This is an optimization exercise on Yosys and OpenROAD, whose aim is small area and a short achievable clock period, not a production implementation.
At most, simulation tests tie the RTL to the original design; equivalence was not proved.
Power figures rest on the tool's default switching activity, not on a simulated workload.

## cedar
==> flow/design.v <==
`timescale 1ns / 1ps
module mul_csa (
    input  [7:0] A,
    input  [9:0] A3,
    input  [7:0] B,
    output [15:0] s,
    output [14:0] t
);
    wire [9:0] a1 = {2'b0, A};
    wire [9:0] a2 = {1'b0, A, 1'b0};
    wire [9:0] p0, p1, p2, p3;
    wire [1:0] d0 = B[1:0];
    assign p0 = ({10{d0 == 2'd1}} & a1) | ({10{d0 == 2'd2}} & a2) |
                ({10{d0 == 2'd3}} & A3);
    wire [1:0] d1 = B[3:2];
    assign p1 = ({10{d1 == 2'd1}} & a1) | ({10{d1 == 2'd2}} & a2) |
                ({10{d1 == 2'd3}} & A3);
    wire [1:0] d2 = B[5:4];
    assign p2 = ({10{d2 == 2'd1}} & a1) | ({10{d2 == 2'd2}} & a2) |
                ({10{d2 == 2'd3}} & A3);
    wire [1:0] d3 = B[7:6];
    assign p3 = ({10{d3 == 2'd1}} & a1) | ({10{d3 == 2'd2}} & a2) |
                ({10{d3 == 2'd3}} & A3);
    wire hs0 = p0[6] ^ p1[4];
    wire hc0 = p0[6] & p1[4];
    wire fs0 = p0[7] ^ p1[5] ^ p2[3];
    wire fc0 = (p0[7] & p1[5]) | (p0[7] & p2[3]) | (p1[5] & p2[3]);
    wire fs1 = p0[8] ^ p1[6] ^ p2[4];
    wire fc1 = (p0[8] & p1[6]) | (p0[8] & p2[4]) | (p1[6] & p2[4]);
    wire fs2 = p0[9] ^ p1[7] ^ p2[5];
    wire fc2 = (p0[9] & p1[7]) | (p0[9] & p2[5]) | (p1[7] & p2[5]);
    wire hs1 = p1[8] ^ p2[6];
    wire hc1 = p1[8] & p2[6];
    wire hs2 = p1[9] ^ p2[7];
    wire hc2 = p1[9] & p2[7];
    wire hs3 = p0[4] ^ p1[2];
    wire hc3 = p0[4] & p1[2];
    wire fs3 = p0[5] ^ p1[3] ^ p2[1];
    wire fc3 = (p0[5] & p1[3]) | (p0[5] & p2[1]) | (p1[3] & p2[1]);
    wire fs4 = p2[2] ^ p3[0] ^ hs0;
    wire fc4 = (p2[2] & p3[0]) | (p2[2] & hs0) | (p3[0] & hs0);
    wire fs5 = p3[1] ^ hc0 ^ fs0;
    wire fc5 = (p3[1] & hc0) | (p3[1] & fs0) | (hc0 & fs0);
    wire fs6 = p3[2] ^ fc0 ^ fs1;
    wire fc6 = (p3[2] & fc0) | (p3[2] & fs1) | (fc0 & fs1);
    wire fs7 = p3[3] ^ fc1 ^ fs2;
    wire fc7 = (p3[3] & fc1) | (p3[3] & fs2) | (fc1 & fs2);
    wire fs8 = p3[4] ^ hs1 ^ fc2;
    wire fc8 = (p3[4] & hs1) | (p3[4] & fc2) | (hs1 & fc2);
    wire fs9 = p3[5] ^ hc1 ^ hs2;
    wire fc9 = (p3[5] & hc1) | (p3[5] & hs2) | (hc1 & hs2);
    wire fs10 = p2[8] ^ p3[6] ^ hc2;
    wire fc10 = (p2[8] & p3[6]) | (p2[8] & hc2) | (p3[6] & hc2);
    wire hs4 = p2[9] ^ p3[7];
    wire hc4 = p2[9] & p3[7];
    assign s[0] = p0[0];
    assign s[1] = p0[1];
    assign s[2] = p0[2];
    assign s[3] = p0[3];
    assign s[4] = p2[0];
    assign s[5] = hc3;
    assign s[6] = fc3;
    assign s[7] = fc4;
    assign s[8] = fc5;
    assign s[9] = fc6;
    assign s[10] = fc7;
    assign s[11] = fs9;
    assign s[12] = fs10;
    assign s[13] = hs4;
    assign s[14] = p3[8];
    assign s[15] = p3[9];
    assign t[0] = 1'b0;
    assign t[1] = 1'b0;
    assign t[2] = p1[0];
    assign t[3] = p1[1];
    assign t[4] = hs3;
    assign t[5] = fs3;
    assign t[6] = fs4;
    assign t[7] = fs5;
    assign t[8] = fs6;
    assign t[9] = fs7;
    assign t[10] = fs8;
    assign t[11] = fc8;
    assign t[12] = fc9;
    assign t[13] = fc10;
    assign t[14] = hc4;
endmodule
module pe (
    input clk,
    input [2:0] a,
    input [1:0] r,
    input [7:0] in1,
    input [7:0] filter,
    output reg [15:0] pe_out
);
    reg [7:0] A, B;
    reg [9:0] A3;
    reg [15:0] cs;
    reg [14:0] ct;
    wire [15:0] ms;
    wire [14:0] mt;
    mul_csa mul (.A(A), .A3(A3), .B(B), .s(ms), .t(mt));
    always @(posedge clk) begin
        if (r == 2'b00) begin
            A <= in1;
            A3 <= {2'b0, in1} + {1'b0, in1, 1'b0};
            B <= filter;
        end
        if (r == 2'b01)
            pe_out <= {{(16-16){1'b0}}, cs} + {{(16-15){1'b0}}, ct};
        case (a)
            3'b000: begin cs <= {{(16-8){1'b0}}, A};  ct <= {{(15-8){1'b0}}, B}; end
            3'b001: begin cs <= ms;         ct <= mt; end
            3'b010: begin cs <= {{(16-8){1'b0}}, A & B}; ct <= 0; end
            3'b011: begin cs <= {{(16-8){1'b0}}, A | B}; ct <= 0; end
            3'b100: begin cs <= {{(16-8){1'b0}}, ~A}; ct <= 0; end
            3'b101: begin cs <= {{(16-8){1'b0}}, ~B}; ct <= 0; end
            default: ;
        endcase
    end
endmodule
module TopModule (
    input clk,
    input [31:0] global_data,
    input [7:0] global_control,
    input [11:0] global_control2,
    input [31:0] global_filter,
    output [63:0] global_output
);
    genvar i;
    generate
        for (i = 0; i < 4; i = i + 1) begin : PE_INST
            pe pe_inst (
                .clk(clk),
                .a(global_control2[3*i +: 3]),
                .r(global_control[2*i +: 2]),
                .in1(global_data[8*i +: 8]),
                .filter(global_filter[8*i +: 8]),
                .pe_out(global_output[16*i +: 16])
            );
        end
    endgenerate
endmodule
clock: 7.0 ns
lec_check: 0
cap_margin: 20
core_margin: 2
core_utilization: 40
setup_slack_margin: 4.2
slew_margin: 20
run.sh (not shown) runs the stock make flow with config.mk's settings and CLKGATE_MAP_FILE= SYNTH_SCRIPT=/design/flow/synth_recipe.tcl, a recipe that flattens the netlist after the stock synthesis.
cedar ended with every stage complete and zero timing, DRC or antenna violations.
Input changes introduced in yarrow (baseline for comparison: cedar):
Settings: SETUP_SLACK_MARGIN now 4.5, was 4.2; CORE_UTILIZATION now 60, was 40.
==> run notes <==
Looking at global-route wire length before repair, yarrow sits above cedar.
Relative area of non-clock buffer cells in the final design: cedar vs yarrow — no meaningful difference
Looking at critical path depth across cedar and yarrow, the one that comes out lower is yarrow.
The inputs of willow differ from those of yarrow as listed below.
Settings: CORE_UTILIZATION: 60 -> 40; CTS_CLUSTER_SIZE: unset -> 30; CTS_BUF_LIST: unset -> sky130_fd_sc_hd__clkbuf_8.
### Flow results
A kind of critical path of flop to flop is what yarrow shows, while flop to output pin belongs to willow.
Between yarrow and willow, the flow reports final cell count without fillers increasing by more than 10%.
Taking yarrow as 1.0, willow lands at 1.5 on area enclosed by the die boundary.
In willow, worst hold slack is higher than in yarrow.
There was hardly any difference in flip-flop and latch share of the layout cell area between yarrow and willow.
Startpoint of the worst setup timing path = PE_INST[1].pe_inst.B[1]: yarrow; startpoint of the worst setup timing path = PE_INST[2].pe_inst.pe_out[10]: willow
Lower quantity of gates resized following cts was reported by willow, not yarrow.
willow against yarrow: combinational group share of total power higher, wire length higher, total power lower.
A end point of the critical path of global_output[42] is what willow shows, while PE_INST[1].pe_inst.ct[7] belongs to yarrow.
[inputs] lagoon vs willow
Settings: clearing CTS_CLUSTER_SIZE, which used to be 30; clearing CTS_BUF_LIST, which used to be sky130_fd_sc_hd__clkbuf_8.
lagoon does better than willow on clock tree skew after final layout. Area of the multi-input gates: lagoon vs willow up about 0.4%. On global-route usage, lagoon and willow are neck and neck. Diff lagoon..willow | half-perimeter wire length after placement | unchanged. willow → lagoon: utilization climbed 0.47 points; final setup slack of the worst path climbed 0.093 ns; fraction of standard cell area in multi-input logic dropped 0.26 points; non-clock buffer count climbed 0.74%. Measured against each other, lagoon and willow differ in fraction of power spent switching nets, the lower figure coming from lagoon.
No functional check of the RTL was part of any run of this note.

* * *

Another version of the RTL of TopModule (not shown whole).
Size in the first run: about 1800 cells after synthesis, ~270 flip-flops, roughly 150 I/O pins, roughly 19000 um2 of cells after synthesis.
Settings: LEC_CHECK=0, CAP_MARGIN=20, CORE_MARGIN=2, CORE_UTILIZATION=60, CTS_CLUSTER_DIAMETER=150, CTS_CLUSTER_SIZE=28, SETUP_SLACK_MARGIN=4.3, SLEW_MARGIN=20; clock period 7.0 ns.
standard.sh (not shown) runs the stock make flow with config.mk's settings and CLKGATE_MAP_FILE= SYNTH_SCRIPT=/design/flow/synth_recipe.tcl, a recipe that flattens the netlist after the stock synthesis.
==> flow/flow/run.sh <==
#!/bin/bash
# Standard synthesis, then the standard layout steps, with the port buffers
# started as sky130_fd_sc_hd__buf_1 (timing repair resizes them as needed).
set -euo pipefail
bash standard.sh synth > synth_make.log 2>&1
export BUFFER_PORTS_ARGS="-buffer_cell sky130_fd_sc_hd__buf_1"
bash standard.sh finish > finish_make.log 2>&1
==> next run, changes <==
--- a/flow/config.mk
+++ b/flow/config.mk
@@ -7,8 +7,10 @@
 export LEC_CHECK = 0
 export CAP_MARGIN = 20
+export CELL_PAD_IN_SITES_DETAIL_PLACEMENT = 0
+export CELL_PAD_IN_SITES_GLOBAL_PLACEMENT = 0
 export CORE_MARGIN = 2
 export CORE_UTILIZATION = 60
 export CTS_CLUSTER_DIAMETER = 150
 export CTS_CLUSTER_SIZE = 28
-export SETUP_SLACK_MARGIN = 4.3
+export SETUP_SLACK_MARGIN = 4.4
 export SLEW_MARGIN = 20
The changed run completed with no timing, DRC or antenna violations.
Final area went up by 1.5%.
Flip-flop and latch count does not change.
Wire length goes up by 1.4%.
==> next run, changes <==
--- a/flow/config.mk
+++ b/flow/config.mk
@@ -7,6 +7,4 @@
 export LEC_CHECK = 0
 export CAP_MARGIN = 20
-export CELL_PAD_IN_SITES_DETAIL_PLACEMENT = 0
-export CELL_PAD_IN_SITES_GLOBAL_PLACEMENT = 0
 export CORE_MARGIN = 2
 export CORE_UTILIZATION = 60
What happened:
- synthesized area does not change
- wire length is unchanged
- sequential power stays flat
- die area stays the same
- fmax stays the same

* * *

TopModule, a different RTL version from the one above (not shown whole).
Size in the first run: roughly 1800 cells after synthesis, about 280 flip-flops, about 150 I/O pins, roughly 19000 um2 of cells after synthesis.
clock: 7.0 ns
lec_check: 0
cap_margin: 20
core_margin: 2
core_utilization: 60
cts_cluster_diameter: 150
cts_cluster_size: 28
setup_slack_margin: 4.6
slew_margin: 20
Scripts as last shown in full above: flow/flow/run.sh
The starting point produced a clean layout.
==> next run, changes <==
- GPL_TIMING_DRIVEN: not set -> 0
- SETUP_SLACK_MARGIN: 4.6 -> 4.4
Outcome: The new run ran to the end with no violations; combinational power went down by about 3%; total power went down by 1.9%; first-iteration DRC count went down by 25%; final cell count went up by 0.76%.
==> next run, changes <==
==> flow/flow/run.sh (replaced) <==
#!/bin/bash
# Standard synthesis, then the standard layout steps with the slow delay
# buffers kept out of port buffering and timing repair.
set -euo pipefail
bash standard.sh synth > synth_make.log 2>&1
export DONT_USE_CELLS="sky130_fd_sc_hd__clkdlybuf4s15_1 sky130_fd_sc_hd__clkdlybuf4s15_2 sky130_fd_sc_hd__clkdlybuf4s18_1 sky130_fd_sc_hd__clkdlybuf4s18_2 sky130_fd_sc_hd__clkdlybuf4s25_1 sky130_fd_sc_hd__clkdlybuf4s25_2 sky130_fd_sc_hd__clkdlybuf4s50_1 sky130_fd_sc_hd__clkdlybuf4s50_2 sky130_fd_sc_hd__dlygate4sd1_1 sky130_fd_sc_hd__dlygate4sd2_1 sky130_fd_sc_hd__dlygate4sd3_1 sky130_fd_sc_hd__dlymetal6s2s_1 sky130_fd_sc_hd__dlymetal6s4s_1 sky130_fd_sc_hd__dlymetal6s6s_1"
bash standard.sh finish > finish_make.log 2>&1
- GPL_TIMING_DRIVEN: 0 -> not set
- SETUP_SLACK_MARGIN: 4.4 -> 4.5
=> The new run produced a clean layout. Setup slack is better by 0.011 ns. Die area stays the same. Total power grows by about 1.5%. Hold slack is better by 0.015 ns. Via count is about the same. Wire length rises by 1.4%. Sequential share of layout area drops by 1.2 points.
==> next run, changes <==
==> flow/flow/run.sh (replaced) <==
#!/bin/bash
# Standard synthesis, then the standard layout steps, with the port buffers
# started as sky130_fd_sc_hd__buf_1 (timing repair resizes them as needed).
set -euo pipefail
bash standard.sh synth > synth_make.log 2>&1
export BUFFER_PORTS_ARGS="-buffer_cell sky130_fd_sc_hd__buf_1"
bash standard.sh finish > finish_make.log 2>&1
- SETUP_SLACK_MARGIN: 4.5 -> 4.4
Result: Worst hold slack got worse by 0.0044 ns. Flip-flop and latch count stays the same. Area after synthesis is unchanged. Sequential power is about the same. Maximum frequency is lower by 1.2%. Cell count came out lower by 0.99%. Via count came out lower by 2.6%. Setup slack got worse by 0.030 ns. Power goes down by 2.6%.

* * *

v43:
TopModule again, from the RTL that the note above started with.
export LEC_CHECK = 0
export CAP_MARGIN = 20
export CORE_MARGIN = 2
export CORE_UTILIZATION = 60
export CTS_CLUSTER_DIAMETER = 150
export CTS_CLUSTER_SIZE = 28
export SETUP_SLACK_MARGIN = 4.5
export SLEW_MARGIN = 20
create_clock -name core_clock -period 7.0 [get_ports {clk}]
==> flow/flow/run.sh <==
#!/bin/bash
# Standard synthesis, then the standard layout steps, with the port buffers
# started as sky130_fd_sc_hd__buf_1 (timing repair resizes them as needed).
set -euo pipefail
bash standard.sh synth > synth_make.log 2>&1
export BUFFER_PORTS_ARGS="-buffer_cell sky130_fd_sc_hd__buf_1"
bash standard.sh finish > finish_make.log 2>&1
v43 completed every stage of the flow, and the final layout passed the timing, design-rule and antenna checks.
Input-level comparison between v8 and v43:
Settings: TNS_END_PERCENT newly set to 30; SETUP_SLACK_MARGIN changed from 4.5 to 4.6.
### Flow results
v8: all stages complete, timing, DRC and antenna checks passed
Comparing v43 and v8, post-layout total power is lower on v43.
Side by side, first-pass GRT wire length turned out higher in v8 than in v43.
Going from v43 to v8, total length of routed met3 wires grew by more than 10%.
Comparing v43 against v8, there is no change at all in count of flip-flops with a built-in enable after synthesis.
| clock network area share | v8 vs v43 | ≈ equal |
Re layout overhead on the synthesized area: v43 was lower than v8.
Post-route met1 wirelength: v43 vs v8, no meaningful difference
The wire length of v43 and that of v8 are within noise of each other.
The inputs of v39 differ from those of v8 as listed below.
Settings: a deleted TNS_END_PERCENT that had been 30; a change of SETUP_SLACK_MARGIN from 4.6 to 4.5.
==> flow/flow/run.sh <==
#!/bin/bash
# Standard synthesis, then the standard layout steps, with the port buffers
# started as sky130_fd_sc_hd__buf_2 (timing repair resizes them as needed).
set -euo pipefail
bash standard.sh synth > synth_make.log 2>&1
export BUFFER_PORTS_ARGS="-buffer_cell sky130_fd_sc_hd__buf_2"
bash standard.sh finish > finish_make.log 2>&1
==> comparison <==
- Post-DP HPWL ended up 2.1% higher on v39 than on v8.
- Changes observed in v39 relative to v8: sequential power roughly the same, required time reported for the critical path endpoint held steady, layout overhead on the synthesized area lower, routed wire length -200 um.
- When v39 is measured against v8, its worst clock skew on the final layout turns out 8.7 ps lower.
- v39 against v8; cell area after layout is down slightly.
- From v8 to v39 the numbers moved as follows: design internal power went down by about 0.7%; power went down by 0.87%.
- Compared to v8, v39 shows a narrower setup margin.
- Compared with v8, first-pass GRT wire length in v39 decreased slightly.
- Timing startpoint of the critical path = PE_INST[1].pe_inst.B[4]$_DFFE_PN_: v8; timing startpoint of the critical path = PE_INST[2].pe_inst.B[4]$_DFFE_PN_: v39
### v39 -> v57
Settings: SETUP_SLACK_MARGIN: 4.5 -> 4.4; TNS_END_PERCENT: unset -> 20.
==> flow/flow/run.sh <==
#!/bin/bash
# Standard synthesis, then the standard layout steps, with the port buffers
# started as sky130_fd_sc_hd__buf_1 (timing repair resizes them as needed).
set -euo pipefail
bash standard.sh synth > synth_make.log 2>&1
export BUFFER_PORTS_ARGS="-buffer_cell sky130_fd_sc_hd__buf_1"
bash standard.sh finish > finish_make.log 2>&1
Notes after the runs:
In the metrics for v39 and v57, the one carrying the lower ratio of final minimum period to clock period is v39. NOTE final cell count v39->v57 decreased slightly. | required time of the critical path | v39 vs v57 | ≈ equal |. Per the comparison of v57 with v39, minimum hold slack now sits lower; sum of routed wire segments on met1 +1.3%; post-layout utilization of the core lost 3.1 points; number of global-route vias before repair decreased 1.8%; minimum clock period picked up an extra 81 ps. v57 vs. v39: area of the multi-input gates has decreased; power share of the clock group has increased.

afterwards: timing with drivers on the ports:
Ports are ideal in the flow. The routed layouts listed here were re-timed in OpenROAD. Step 1: set_driving_cell puts a clkbuf_16 on clk and a buf_2 on each other input, an assumption about the parent block. Step 2, shift: input delay + t, output delay - t, t = (earliest + latest rising clock arrival at the registers) / 2. This alone moves slack from input paths to output paths. a / b / c = no drivers / after step 1 / after step 2; a / b = the first two.
run | t, ns | setup slack, ns | worst setup path at the end | slew at the worst register clock pin (ns) | cell pins on the clock port's net
cedar | 0.591 | 4.247 / 4.249 / 3.658 | input to register | 0.06 / 0.06 | 1
yarrow | 0.553 | 4.463 / 4.419 / 3.934 | input to register | 0.06 / 0.06 | 1
willow | 0.664 | 4.306 / 4.257 / 3.871 | input to register | 0.06 / 0.06 | 1
lagoon | 0.582 | 4.399 / 4.349 / 3.941 | input to register | 0.06 / 0.06 | 1
the first run of note 2 | 0.536 | 4.287 / 4.287 / 3.864 | input to register | 0.11 / 0.11 | 1
the second run of note 2 | 0.536 | 4.457 / 4.405 / 3.973 | input to register | 0.10 / 0.10 | 1
the third run of note 2 | 0.536 | 4.457 / 4.405 / 3.973 | input to register | 0.10 / 0.10 | 1
the first run of note 3 | 0.544 | 4.487 / 4.436 / 3.970 | input to register | 0.11 / 0.11 | 1
the second run of note 3 | 0.540 | 4.458 / 4.425 / 3.948 | input to register | 0.12 / 0.12 | 1
the third run of note 3 | 0.540 | 4.469 / 4.416 / 4.002 | input to register | 0.11 / 0.11 | 1
the fourth run of note 3 | 0.540 | 4.439 / 4.434 / 3.944 | input to register | 0.10 / 0.10 | 1
v43 | 0.542 | 4.466 / 4.420 / 3.915 | input to register | 0.11 / 0.11 | 1
v8 | 0.539 | 4.481 / 4.440 / 4.012 | input to register | 0.11 / 0.11 | 1
v39 | 0.544 | 4.449 / 4.415 / 3.945 | input to register | 0.11 / 0.11 | 1
v57 | 0.544 | 4.368 / 4.368 / 3.848 | input to register | 0.11 / 0.11 | 1
After both steps setup and hold are still met in every run listed. The setup slack of cedar, which loses most, moves by +0.002 ns with the drivers and by -0.589 ns with both steps.
